This is an optimization exercise on Yosys and OpenROAD, whose aim is small area and a short achievable clock period, not a production implementation.
RTL that was checked went through simulation tests only; none was proved equivalent to the original.
Power and IR drop assume default switching activity.

## old
Design fp_add, start of the top module:
module fp_add #(
    parameter pDATA_WIDTH = 64,
    parameter pEXP_WIDTH  = 11,
    parameter pFRAC_WIDTH = 52
) (
    input  [(pDATA_WIDTH-1):0] in_A,
    input  [(pDATA_WIDTH-1):0] in_B,
    input                      clk,
    input                      rst_n,
    input                      in_valid,
    output [(pDATA_WIDTH-1):0] result,
    output                     out_valid
);
    wire [10:0] ea_s0 = in_A[62:52];
    wire [10:0] eb_s0 = in_B[62:52];
    wire [6:0] dab_s0;
    wire [5:0] dh_s0;
    fpa_add #(.N(7)) u_dab_0 (.a({1'b0, ea_s0[5:0]}), .b({1'b1, ~eb_s0[5:0]}), .ci(1'b1), .s(dab_s0));
    fpa_add #(.N(6)) u_dh_0 (.a({1'b0, ea_s0[10:6]}), .b({1'b1, ~eb_s0[10:6]}), .ci(1'b1), .s(dh_s0));
    wire elt_s0 = dh_s0[5] | (~|dh_s0 & dab_s0[6]);
    reg v_al;
    always @(posedge clk or negedge rst_n)
        if (!rst_n) v_al <= 1'b0;
        else v_al <= in_valid;
    reg [63:0] A_al;
    always @(posedge clk) A_al <= in_A;
    reg [63:0] B_al;
    always @(posedge clk) B_al <= in_B;
    reg [6:0] dab_al;
    always @(posedge clk) dab_al <= dab_s0;
    reg [5:0] dh_al;
    always @(posedge clk) dh_al <= dh_s0;
    reg elt_al;
    always @(posedge clk) elt_al <= elt_s0;
    wire xa_s1 = &A_al[62:52];
    wire xb_s1 = &B_al[62:52];
    wire mza_s1 = ~|A_al[51:0];
    wire mzb_s1 = ~|B_al[51:0];
    wire nan_s1 = (xa_s1 & ~mza_s1) | (xb_s1 & ~mzb_s1) | (xa_s1 & xb_s1 & (A_al[63] ^ B_al[63]));
    wire spec_s1 = xa_s1 | xb_s1;
    wire isg_s1 = xa_s1 ? A_al[63] : B_al[63];
    wire dh0_s1 = ~|dh_al;
    wire dh1_s1 = (dh_al == 6'd1);
    wire dhm_s1 = (dh_al == 6'h3F);
    wire dlz_s1 = ~|dab_al[5:0];
    wire sat_s1 = (~dh_al[5] & ~dh0_s1 & ~dh1_s1) | (dh1_s1 & ~dab_al[6]) | (dh_al[5] & ~dhm_s1) | (dhm_s1 & (dab_al[6] | dlz_s1));
    wire [5:0] ngm_s1 = {|dab_al[4:0], |dab_al[3:0], |dab_al[2:0], |dab_al[1:0], dab_al[0], 1'b0};
    wire [5:0] sh_s1 = dab_al[5:0] ^ ({6{elt_al}} & ngm_s1);
    wire eeq_s1 = dh0_s1 & dlz_s1;
    wire ha_s1 = |A_al[62:52];
  ...
Settings: LEC_CHECK=0, ABC_AREA=1, CAP_MARGIN=20, CORE_MARGIN=2, CORE_UTILIZATION=60, PLACE_DENSITY=0.75, SLEW_MARGIN=20; clock period 12.5 ns.
standard.sh (not shown) runs the stock make flow with config.mk's settings and CLKGATE_MAP_FILE= SYNTH_SCRIPT=/design/flow/synth_recipe.tcl, a recipe that flattens the netlist after the stock synthesis.
==> flow/flow/run.sh <==
#!/bin/bash
bash standard.sh ADDER_MAP_FILE= SETUP_SLACK_MARGIN=8.9 \
  "CTS_ARGS=-sink_clustering_enable -repair_clock_nets -sink_clustering_size 16 -sink_clustering_max_diameter 60 -dont_use_dummy_load -buf_list sky130_fd_sc_hd__clkbuf_8 -root_buf sky130_fd_sc_hd__clkbuf_16" \
  POST_GLOBAL_PLACE_TCL=$PWD/flow/post_gpl.tcl "BUFFER_PORTS_ARGS=-buffer_cell sky130_fd_sc_hd__buf_1" finish > standard.log 2>&1
==> flow/flow/post_gpl.tcl <==
# POST_GLOBAL_PLACE hook: every port got a buf_1 buffer (BUFFER_PORTS_ARGS); make the
# output ports' buffers buf_2, which drive the output load faster.
foreach port [get_ports -filter "direction == output"] {
  set net [get_nets [get_full_name $port]]
  foreach pin [get_pins -of_objects $net -filter "direction == output"] {
    set inst [get_cells -of_objects $pin]
    if {[get_property $inst ref_name] eq "sky130_fd_sc_hd__buf_1"} {
      replace_cell $inst sky130_fd_sc_hd__buf_2
    }
  }
}
Inputs modified between old and new:
--- a/flow/design.v
+++ b/flow/design.v
@@ -45,17 +45,18 @@
     wire dlz_s1 = ~|dab_al[5:0];
     wire sat_s1 = (~dh_al[5] & ~dh0_s1 & ~dh1_s1) | (dh1_s1 & ~dab_al[6]) | (dh_al[5] & ~dhm_s1) | (dhm_s1 & (dab_al[6] | dlz_s1));
     wire [5:0] ngm_s1 = {|dab_al[4:0], |dab_al[3:0], |dab_al[2:0], |dab_al[1:0], dab_al[0], 1'b0};
     wire [5:0] sh_s1 = dab_al[5:0] ^ ({6{elt_al}} & ngm_s1);
     wire eeq_s1 = dh0_s1 & dlz_s1;
     wire ha_s1 = |A_al[62:52];
     wire hb_s1 = |B_al[62:52];
-    wire [52:0] bm_s1 = elt_al ? {hb_s1, B_al[51:0]} : {ha_s1, A_al[51:0]};
+    wire ebm_s1 = dh_al[5] | (dh0_s1 & dab_al[6]);
+    wire [52:0] bm_s1 = ebm_s1 ? {hb_s1, B_al[51:0]} : {ha_s1, A_al[51:0]};
     wire [52:0] sm_s1 = elt_al ? {ha_s1, A_al[51:0]} : {hb_s1, B_al[51:0]};
-    wire [10:0] be_s1 = elt_al ? B_al[62:52] : A_al[62:52];
+    wire [10:0] be_s1 = ebm_s1 ? B_al[62:52] : A_al[62:52];
     wire mlt_s1;
     fpa_lt #(.N(52)) u_mlt_1 (.a(A_al[51:0]), .b(B_al[51:0]), .lt(mlt_s1));
     wire swap_s1 = elt_al | (eeq_s1 & mlt_s1);
     wire swm_s1 = eeq_s1 & mlt_s1;
     wire sgn_s1 = nan_s1 ? 1'b0 : (spec_s1 ? isg_s1 : (swap_s1 ? B_al[63] : A_al[63]));
     wire sub_s1 = A_al[63] ^ B_al[63];
     wire [55:0] r0_s1 = {sm_s1, 3'b000};
@@ -146,53 +147,24 @@
     fpa_add #(.N(11)) u_e1_6 (.a(eh_n4), .b({7'b1111111, ~z3_n4, ~z2_n4, ~z1_s6, ~z0_s6}), .ci(1'b1), .s(e1_s6));
     wire rup_s6 = n6_s6[3] & (n6_s6[4] | |n6_s6[2:0]);
     wire [51:0] fm_s6 = n6_s6[55:4];
     wire [10:0] fe_s6 = zero_s6 ? 11'd0 : e1_s6;
     wire fs_s6 = sgn_n4 & ~zero_s6;
     wire fr_s6 = rup_s6;
     wire [62:0] mr_s7;
-    fpa_incb #(.N(63), .B(4)) u_inc_7 (.a({fe_s6, fm_s6}), .ci(fr_s6), .s(mr_s7));
+    fpa_inc #(.N(63)) u_inc_7 (.a({fe_s6, fm_s6}), .ci(fr_s6), .s(mr_s7), .co());
     wire [63:0] res_s7 = {fs_s6, mr_s7};
     reg v_o;
     always @(posedge clk or negedge rst_n)
         if (!rst_n) v_o <= 1'b0;
         else v_o <= v_n4;
     reg [63:0] res_o;
     always @(posedge clk) res_o <= res_s7;
     assign result = res_o;
     assign out_valid = v_o;
-endmodule
-module fpa_incb #(parameter N = 8, parameter B = 4) (
-    input  [N-1:0] a,
-    input          ci,
-    output [N-1:0] s
-);
-    localparam NB = (N + B - 1) / B;
-    wire [NB*B-1:0] ax = {{(NB*B-N){1'b0}}, a};
-    wire [NB-1:0] ball;
-    wire [NB-1:0] ps;
-    genvar i, j;
-    generate
-        for (i = 0; i < NB; i = i + 1) begin : bl
-            assign ball[i] = &ax[i*B +: B];
-        end
-    endgenerate
-    fpa_inc #(.N(NB)) u_pre (.a(ball), .ci(ci), .s(ps), .co());
-    wire [NB*B-1:0] sx;
-    generate
-        for (i = 0; i < NB; i = i + 1) begin : bs
-            wire [B:0] c;
-            assign c[0] = ps[i] ^ ball[i];
-            for (j = 0; j < B; j = j + 1) begin : bt
-                assign c[j+1] = c[j] & ax[i*B+j];
-                assign sx[i*B+j] = ax[i*B+j] ^ c[j];
-            end
-        end
-    endgenerate
-    assign s = sx[N-1:0];
 endmodule
 module fpa_add #(parameter N = 8) (
     input  [N-1:0] a,
     input  [N-1:0] b,
     input          ci,
     output [N-1:0] s
 );
[summary]
- Area fraction in compound gates after synthesis is higher on new
- new: number of gates given a new drive strength after cts higher than old
- new can be clocked faster than old.
- Final wirelength grows by a few percent when moving from old to new.
- Status: floorplan die area parity (old, new)
- Logic gate share of total power in new is 0.7 points higher than in old
- Routed length on met2 across old and new: no real change.
- The number of instances in the synthesized netlist of new exceeds that of old by 1.4%.
- Note that the number of library cell types mapped by synthesis recorded for new amounts to 1.10 times the value seen in old.
Function was not checked in any run of this note: the RTL went through the layout flow alone.

* * *

Setup of lane 5:
fp_add, a different RTL version from the one above (not shown whole).
For scale: about 480 flip-flops, about 200 I/O pins.
==> flow/config.mk <==
export PLATFORM = sky130hd
export DESIGN_NAME = fp_add
export DESIGN_NICKNAME = fp_add
export VERILOG_FILES = /design/flow/design.v
export SDC_FILE = /design/flow/constraint.sdc
export NUM_CORES = 8
export LEC_CHECK = 0
export ABC_AREA = 1
export CAP_MARGIN = 20
export CORE_MARGIN = 2
export CORE_UTILIZATION = 60
export SLEW_MARGIN = 20
==> flow/constraint.sdc <==
create_clock -name core_clock -period 12.5 [get_ports {clk}]
set_input_delay 2.5000 -clock core_clock [delete_from_list [all_inputs] [get_ports {clk}]]
set_output_delay 2.5000 -clock core_clock [all_outputs]
set_load 0.01 [all_outputs]
==> flow/flow/run.sh <==
#!/bin/bash
bash standard.sh ADDER_MAP_FILE= SETUP_SLACK_MARGIN=8.9 \
  "CTS_ARGS=-sink_clustering_enable -repair_clock_nets -sink_clustering_size 14 -sink_clustering_max_diameter 50 -balance_levels -dont_use_dummy_load -buf_list sky130_fd_sc_hd__clkbuf_8 -root_buf sky130_fd_sc_hd__clkbuf_16" \
  POST_GLOBAL_PLACE_TCL=$PWD/flow/post_gpl.tcl "BUFFER_PORTS_ARGS=-buffer_cell sky130_fd_sc_hd__buf_1" finish > standard.log 2>&1
Scripts as last shown in full above: flow/flow/post_gpl.tcl
Lane 5: full flow OK, the timing, design-rule and antenna checks passed
Edits applied to the flow inputs when going from lane 5 to lane 4:
-- flow/design.v --
<<< lane 5, line 15
    wire [10:0] eb_s0 = in_B[62:52];
    wire [6:0] dab_s0;
    wire [5:0] dh_s0;
    fpa_add #(.N(7)) u_dab_0 (.a({1'b0, ea_s0[5:0]}), .b({1'b1, ~eb_s0[5:0]}), .ci(1'b1), .s(dab_s0));
    fpa_add #(.N(6)) u_dh_0 (.a({1'b0, ea_s0[10:6]}), .b({1'b1, ~eb_s0[10:6]}), .ci(1'b1), .s(dh_s0));
    wire elt_s0 = dh_s0[5] | (~|dh_s0 & dab_s0[6]);
>>> lane 4, line 15
    wire [10:0] eb_s0 = in_B[62:52];
    wire [6:0] dab_s0;
    wire [6:0] dba_s0;
    wire [5:0] dh_s0;
    fpa_add #(.N(7)) u_dab_0 (.a({1'b0, ea_s0[5:0]}), .b({1'b1, ~eb_s0[5:0]}), .ci(1'b1), .s(dab_s0));
    fpa_add #(.N(7)) u_dba_0 (.a({1'b0, eb_s0[5:0]}), .b({1'b1, ~ea_s0[5:0]}), .ci(1'b1), .s(dba_s0));
    fpa_add #(.N(6)) u_dh_0 (.a({1'b0, ea_s0[10:6]}), .b({1'b1, ~eb_s0[10:6]}), .ci(1'b1), .s(dh_s0));
    wire elt_s0 = dh_s0[5] | (~|dh_s0 & dab_s0[6]);
<<< lane 5, line 29
    reg [6:0] dab_al;
    always @(posedge clk) dab_al <= dab_s0;
    reg [5:0] dh_al;
    always @(posedge clk) dh_al <= dh_s0;
>>> lane 4, line 31
    reg [6:0] dab_al;
    always @(posedge clk) dab_al <= dab_s0;
    reg [6:0] dba_al;
    always @(posedge clk) dba_al <= dba_s0;
    reg [5:0] dh_al;
    always @(posedge clk) dh_al <= dh_s0;
<<< lane 5, line 43
    wire dh1_s1 = (dh_al == 6'd1);
    wire dhm_s1 = (dh_al == 6'h3F);
    wire dlz_s1 = ~|dab_al[5:0];
    wire sat_s1 = (~dh_al[5] & ~dh0_s1 & ~dh1_s1) | (dh1_s1 & ~dab_al[6]) | (dh_al[5] & ~dhm_s1) | (dhm_s1 & (dab_al[6] | dlz_s1));
    wire [5:0] ngm_s1 = {|dab_al[4:0], |dab_al[3:0], |dab_al[2:0], |dab_al[1:0], dab_al[0], 1'b0};
    wire [5:0] sh_s1 = dab_al[5:0] ^ ({6{elt_al}} & ngm_s1);
    wire eeq_s1 = dh0_s1 & dlz_s1;
    wire ha_s1 = |A_al[62:52];
    wire hb_s1 = |B_al[62:52];
>>> lane 4, line 47
    wire dh1_s1 = (dh_al == 6'd1);
    wire dhm_s1 = (dh_al == 6'h3F);
    wire sat_s1 = (~dh_al[5] & ~dh0_s1 & ~dh1_s1) | (dh1_s1 & ~dab_al[6]) | (dh_al[5] & ~dhm_s1) | (dhm_s1 & ~dba_al[6]);
    wire [5:0] sh_s1 = elt_al ? dba_al[5:0] : dab_al[5:0];
    wire eeq_s1 = dh0_s1 & ~|dab_al[5:0];
    wire ha_s1 = |A_al[62:52];
    wire hb_s1 = |B_al[62:52];
==> results.txt <==
Lane 4 ended with every stage complete and zero timing, DRC or antenna violations.
Register-to-register setup slack improves in lane 4 relative to lane 5.
Of lane 5 and lane 4, the run reporting the higher number of library cell types mapped by synthesis was lane 4.
Cell depth of the worst min-delay path came out exactly the same in lane 5 and lane 4.
Comparing lane 5 and lane 4, the higher multi-input combinational cell count was measured on lane 4.
The clock-pin slew of the registers on the worst-case setup and hold paths on lane 4 is in line with that on lane 5.
Power for lane 4: about 4.7% down relative to lane 5
On non-clock buffer count, the higher figure sits with lane 5, not lane 4.
Non-clock buffering overhead in the final layout in lane 4 is 0.72 points below lane 5.
Fraction of power consumed by the clock network: lane 4 > lane 5

-- re-timing with driven ports --
The results above use ideal ports. As a check the final layouts listed here were re-extracted and re-timed, cells and wires unchanged. Step 1, drivers: a clkbuf_16 drives clk and a buf_2 each remaining input, both assumed. Step 2, shift: input delay + t, output delay - t, t = (earliest + latest rising clock arrival at the registers) / 2. This alone moves slack from input paths to output paths. Slacks: ideal ports / drivers / drivers and shift; pairs: ideal ports / drivers.
run | t, ns | setup slack, ns | worst hold slack (ns) | worst register clock-pin slew, ns | pins driven straight from the clock port
old | 0.593 | 8.943 / 8.884 / 8.508 | 0.338 / 0.338 / 0.338 | 0.10 / 0.10 | 1
new | 0.586 | 8.957 / 8.899 / 8.498 | 0.334 / 0.334 / 0.334 | 0.10 / 0.10 | 1
lane 5 | 0.613 | 8.982 / 8.922 / 8.514 | 0.320 / 0.320 / 0.320 | 0.10 / 0.10 | 1
lane 4 | 0.591 | 8.932 / 8.873 / 8.501 | 0.275 / 0.275 / 0.275 | 0.09 / 0.09 | 1
After both steps setup and hold are still met in every run listed. For lane 5, which loses most, drivers alone change the setup slack by -0.060 ns; drivers and shift together by -0.468 ns.
